From an optimization exercise on the open Yosys and OpenROAD flow, aimed at small area; shortcuts taken in it are not production practice. Function was checked by simulation only, so behaviour that the tests miss may differ from the original.

==> exp/amber <==
==> flow/design.v (excerpt) <==
module Top_FFT #(parameter INTEGER_SIZE = 8, FRACT_SIZE = 8, NFFT = 128) (
    input  wire clk, rst,
    input  wire start_FFT,
    input  wire signed [INTEGER_SIZE+FRACT_SIZE-1:0] serial_in_r, serial_in_i,
    output wire signed [INTEGER_SIZE+FRACT_SIZE-1:0] serial_out_r, serial_out_i,
    output wire end_FFT, data_valid_FFT
);
clock: 12.0 ns
lec_check: 0
cap_margin: 5
core_margin: 2
core_utilization: 65
cts_buf_list: sky130_fd_sc_hd__clkbuf_8
cts_cluster_diameter: 60
cts_cluster_size: 16
place_density: 0.72
slew_margin: 5
standard.sh (not shown) runs the stock make flow with config.mk's settings and CLKGATE_MAP_FILE= SYNTH_SCRIPT=/design/flow/synth_recipe.tcl, a recipe that flattens the netlist after the stock synthesis.
==> flow/flow/run.sh <==
#!/bin/bash
# The standard layout (standard.sh) with two changes: clock tree synthesis without dummy loads
# (the CTS arguments are otherwise those that config.mk's CTS settings give the standard flow), and
# every input and output port still gets its own buffer, but a sky130_fd_sc_hd__buf_1.
set -o pipefail
export CTS_ARGS="-sink_clustering_enable -repair_clock_nets -sink_clustering_size 16 -sink_clustering_max_diameter 60 -buf_list sky130_fd_sc_hd__clkbuf_8 -dont_use_dummy_load"
export BUFFER_PORTS_ARGS="-buffer_cell sky130_fd_sc_hd__buf_1"
echo "CTS_ARGS=$CTS_ARGS" > run.log
echo "BUFFER_PORTS_ARGS=$BUFFER_PORTS_ARGS" >> run.log
bash standard.sh > standard.log 2>&1
status=$?
echo "standard.sh exit $status" >> run.log
exit $status
==> inputs of exp/umber, as changes to exp/amber <==
==> flow/run.sh (new file) <==
#!/bin/bash
# synth_recipe.tcl (not shown) runs the flow's synth.tcl, then flattens the netlist and writes it again
# the make line also repeats each setting of config.mk as NAME=value (left out here)
make -C /OpenROAD-flow-scripts/flow DESIGN_CONFIG=/design/flow/config.mk WORK_HOME=/design/flow/orfs CLKGATE_MAP_FILE= SYNTH_SCRIPT=/design/flow/synth_recipe.tcl finish
CTS_CLUSTER_DIAMETER = 70   (was 60)
CTS_CLUSTER_SIZE = 14   (was 16)
removed: flow/flow/run.sh
removed: flow/standard.sh
==> inputs of exp/fjord, as changes to exp/amber <==
==> flow/flow/run.sh (replaced) <==
#!/bin/bash
# The standard layout (standard.sh) with one change: clock tree synthesis without dummy loads.
# The CTS arguments are otherwise those that config.mk's CTS settings give the standard flow.
set -o pipefail
export CTS_ARGS="-sink_clustering_enable -repair_clock_nets -sink_clustering_size 16 -sink_clustering_max_diameter 60 -buf_list sky130_fd_sc_hd__clkbuf_8 -dont_use_dummy_load"
echo "CTS_ARGS=$CTS_ARGS" > run.log
bash standard.sh > standard.log 2>&1
status=$?
echo "standard.sh exit $status" >> run.log
exit $status
==> comparison table <==
| item | exp/fjord | exp/amber | exp/umber |
|---|---|---|---|
| Status | no timing/DRC/antenna violations | no timing/DRC/antenna violations | no timing/DRC/antenna violations |
| Final estimated routing congestion in global placement | 0.921 | 0.942 | 0.921 |
| Hold wc startpoint | s6_dl[6]$_DFF_P_ | s3_dl[51]$_DFF_P_ | s2_dl[1]$_DFF_P_ |
| Largest net degree at the start of global routing | 63 | 64 | 63 |
| Layout Cell Area excl Fill | 143000 um2 | 142000 um2 | 144000 um2 |
| Pre-Repair DR Iteration Count | 9 | 6 | 6 |
| Share of cell area taken by multi-input logic gates | 0.315 | 0.316 | 0.313 |
| Length in cells of the worst reg-to-reg path | 41 | 45 | 41 |
| Setup slack after placement | 0.266 ns | 0.377 ns | 0.266 ns |
| Clock buffers | 327 | 323 | 363 |
| Post-placement cell area | 138000 um2 | 138000 um2 | 138000 um2 |
| DPL Wire Length | 190000 um | 191000 um | 190000 um |
| Skew-Pair Late Insertion Delay | 1.06 ns | 1.10 ns | 1.09 ns |
| Number of nets in the final layout | 11600 | 11600 | 11700 |
| Number of non-clock buffers in the layout | 304 | 292 | 304 |
| Clock network contribution to total cell area | 0.0315 | 0.0312 | 0.0367 |
| Worst Hold Margin | 0.243 ns | 0.234 ns | 0.245 ns |
| Antenna Cells | 7 | 11 | 8 |
| Maximum fanout along the worst path | 54 | 56 | 54 |
| Ratio of cells with drive above 1 in the final layout | 0.0682 | 0.0668 | 0.0736 |
| CTS clock-pin slew for the worst setup and hold paths | 0.10 ns | 0.09 ns | 0.09 ns |


==> maple: inputs <==
Another version of the RTL of Top_FFT (not shown whole).
Settings: LEC_CHECK=0, CAP_MARGIN=5, CORE_MARGIN=2, CORE_UTILIZATION=65, CTS_BUF_LIST=sky130_fd_sc_hd__clkbuf_8, CTS_CLUSTER_DIAMETER=70, CTS_CLUSTER_SIZE=14, PLACE_DENSITY=0.72, SLEW_MARGIN=5; clock period 12.0 ns.
run.sh (not shown) runs the stock make flow with config.mk's settings and CLKGATE_MAP_FILE= SYNTH_SCRIPT=/design/flow/synth_recipe.tcl, a recipe that flattens the netlist after the stock synthesis.
Stock flow here: none of the scripts above is used.
==> raven: changes against maple <==
CORE_UTILIZATION = 60   (was 65)
CTS_CLUSTER_DIAMETER = 60   (was 70)
CTS_CLUSTER_SIZE = 16   (was 14)
PLACE_DENSITY = 0.7   (was 0.72)
==> garnet: changes against maple <==
CTS_CLUSTER_DIAMETER = 60   (was 70)
CTS_CLUSTER_SIZE = 16   (was 14)
==> notes <==
In maple the die area is lower than in raven, by about 8%. Of raven and maple, raven has the higher non-clock buffer count (gap 36). garnet passed the timing, design-rule and antenna checks. raven passed the timing, design-rule and antenna checks. maple went through all stages and came out clean. Area after synthesis is the same in garnet and maple. Of maple and raven, maple has the higher count of clock-buffer cells in the layout (gap 28). The lowest global-route usage belongs to raven, the highest to maple. Of raven and maple, maple has the higher via count (gap about 0.27%, measured against maple).
==> figures <==
| item | raven | maple | garnet |
|---|---|---|---|
| Number of antenna violations at the first check in global routing | 7 | 11 | 10 |
| Critical path fanouts, max | 8 | 48 | 48 |
| Global Route met2 Usage | 0.368 | 0.396 | 0.396 |
| Endpoint of the most critical setup path | serial_out_i[15] | serial_out_r[15] | serial_out_r[15] |
| Count of plain and timing-repair buffers | 288 | 252 | 252 |
| Final cell utilization of the core | 0.648 | 0.701 | 0.700 |
| Setup slack after layout | 0.548 ns | 0.620 ns | 0.600 ns |
| Status | no timing/DRC/antenna violations | no timing/DRC/antenna violations | no timing/DRC/antenna violations |
| Area share of buffers outside the clock network | 0.0162 | 0.0146 | 0.0146 |
| Finished layout cell area | 0.144 mm2 | 0.144 mm2 | 0.144 mm2 |
| Hpwl dp | 189 mm | 183 mm | 183 mm |
| Clock buffer and inverter area fraction after layout | 0.0352 | 0.0367 | 0.0358 |
| Ratio of cells with drive above 1 in the final layout | 0.0688 | 0.0675 | 0.0660 |
| Post-route fraction of the period consumed by the critical path | 0.954 | 0.948 | 0.950 |

==> re-timing with driven ports <==
The flow's constraints put no driver on any port. The routed layouts listed below were extracted and timed again, unchanged, in two steps.
Step 1, drivers: a clkbuf_16 drives clk and a buf_2 each remaining input, both assumed.
Step 2 times the ports against the registers' clock, not the clock port: input delays grow and output delays shrink by t, the midpoint of the rising clock arrivals with the driver on.
a / b / c = no drivers / after step 1 / after step 2; a / b = the first two.
| run | shift t [ns] | setup slack, ns | worst register clock-pin slew, ns | worst data-port slew with drivers (ns) |
|---|---|---|---|---|
| exp/amber | 1.103 | 0.597 / 0.514 / 0.230 | 0.12 / 0.12 | 0.21 |
| exp/umber | 1.119 | 0.411 / 0.328 / 0.184 | 0.12 / 0.12 | 0.14 |
| exp/fjord | 1.097 | 0.435 / 0.348 / 0.135 | 0.10 / 0.10 | 0.15 |
| maple | 1.139 | 0.620 / 0.534 / 0.169 | 0.10 / 0.10 | 0.18 |
| raven | 1.122 | 0.548 / 0.465 / -0.079 | 0.11 / 0.11 | 0.23 |
| garnet | 1.155 | 0.600 / 0.504 / 0.094 | 0.11 / 0.11 | 0.18 |
Met with ideal ports but missed after step 2: setup timing in raven. For raven, which loses most, drivers alone change the setup slack by -0.083 ns; drivers and shift together by -0.627 ns.
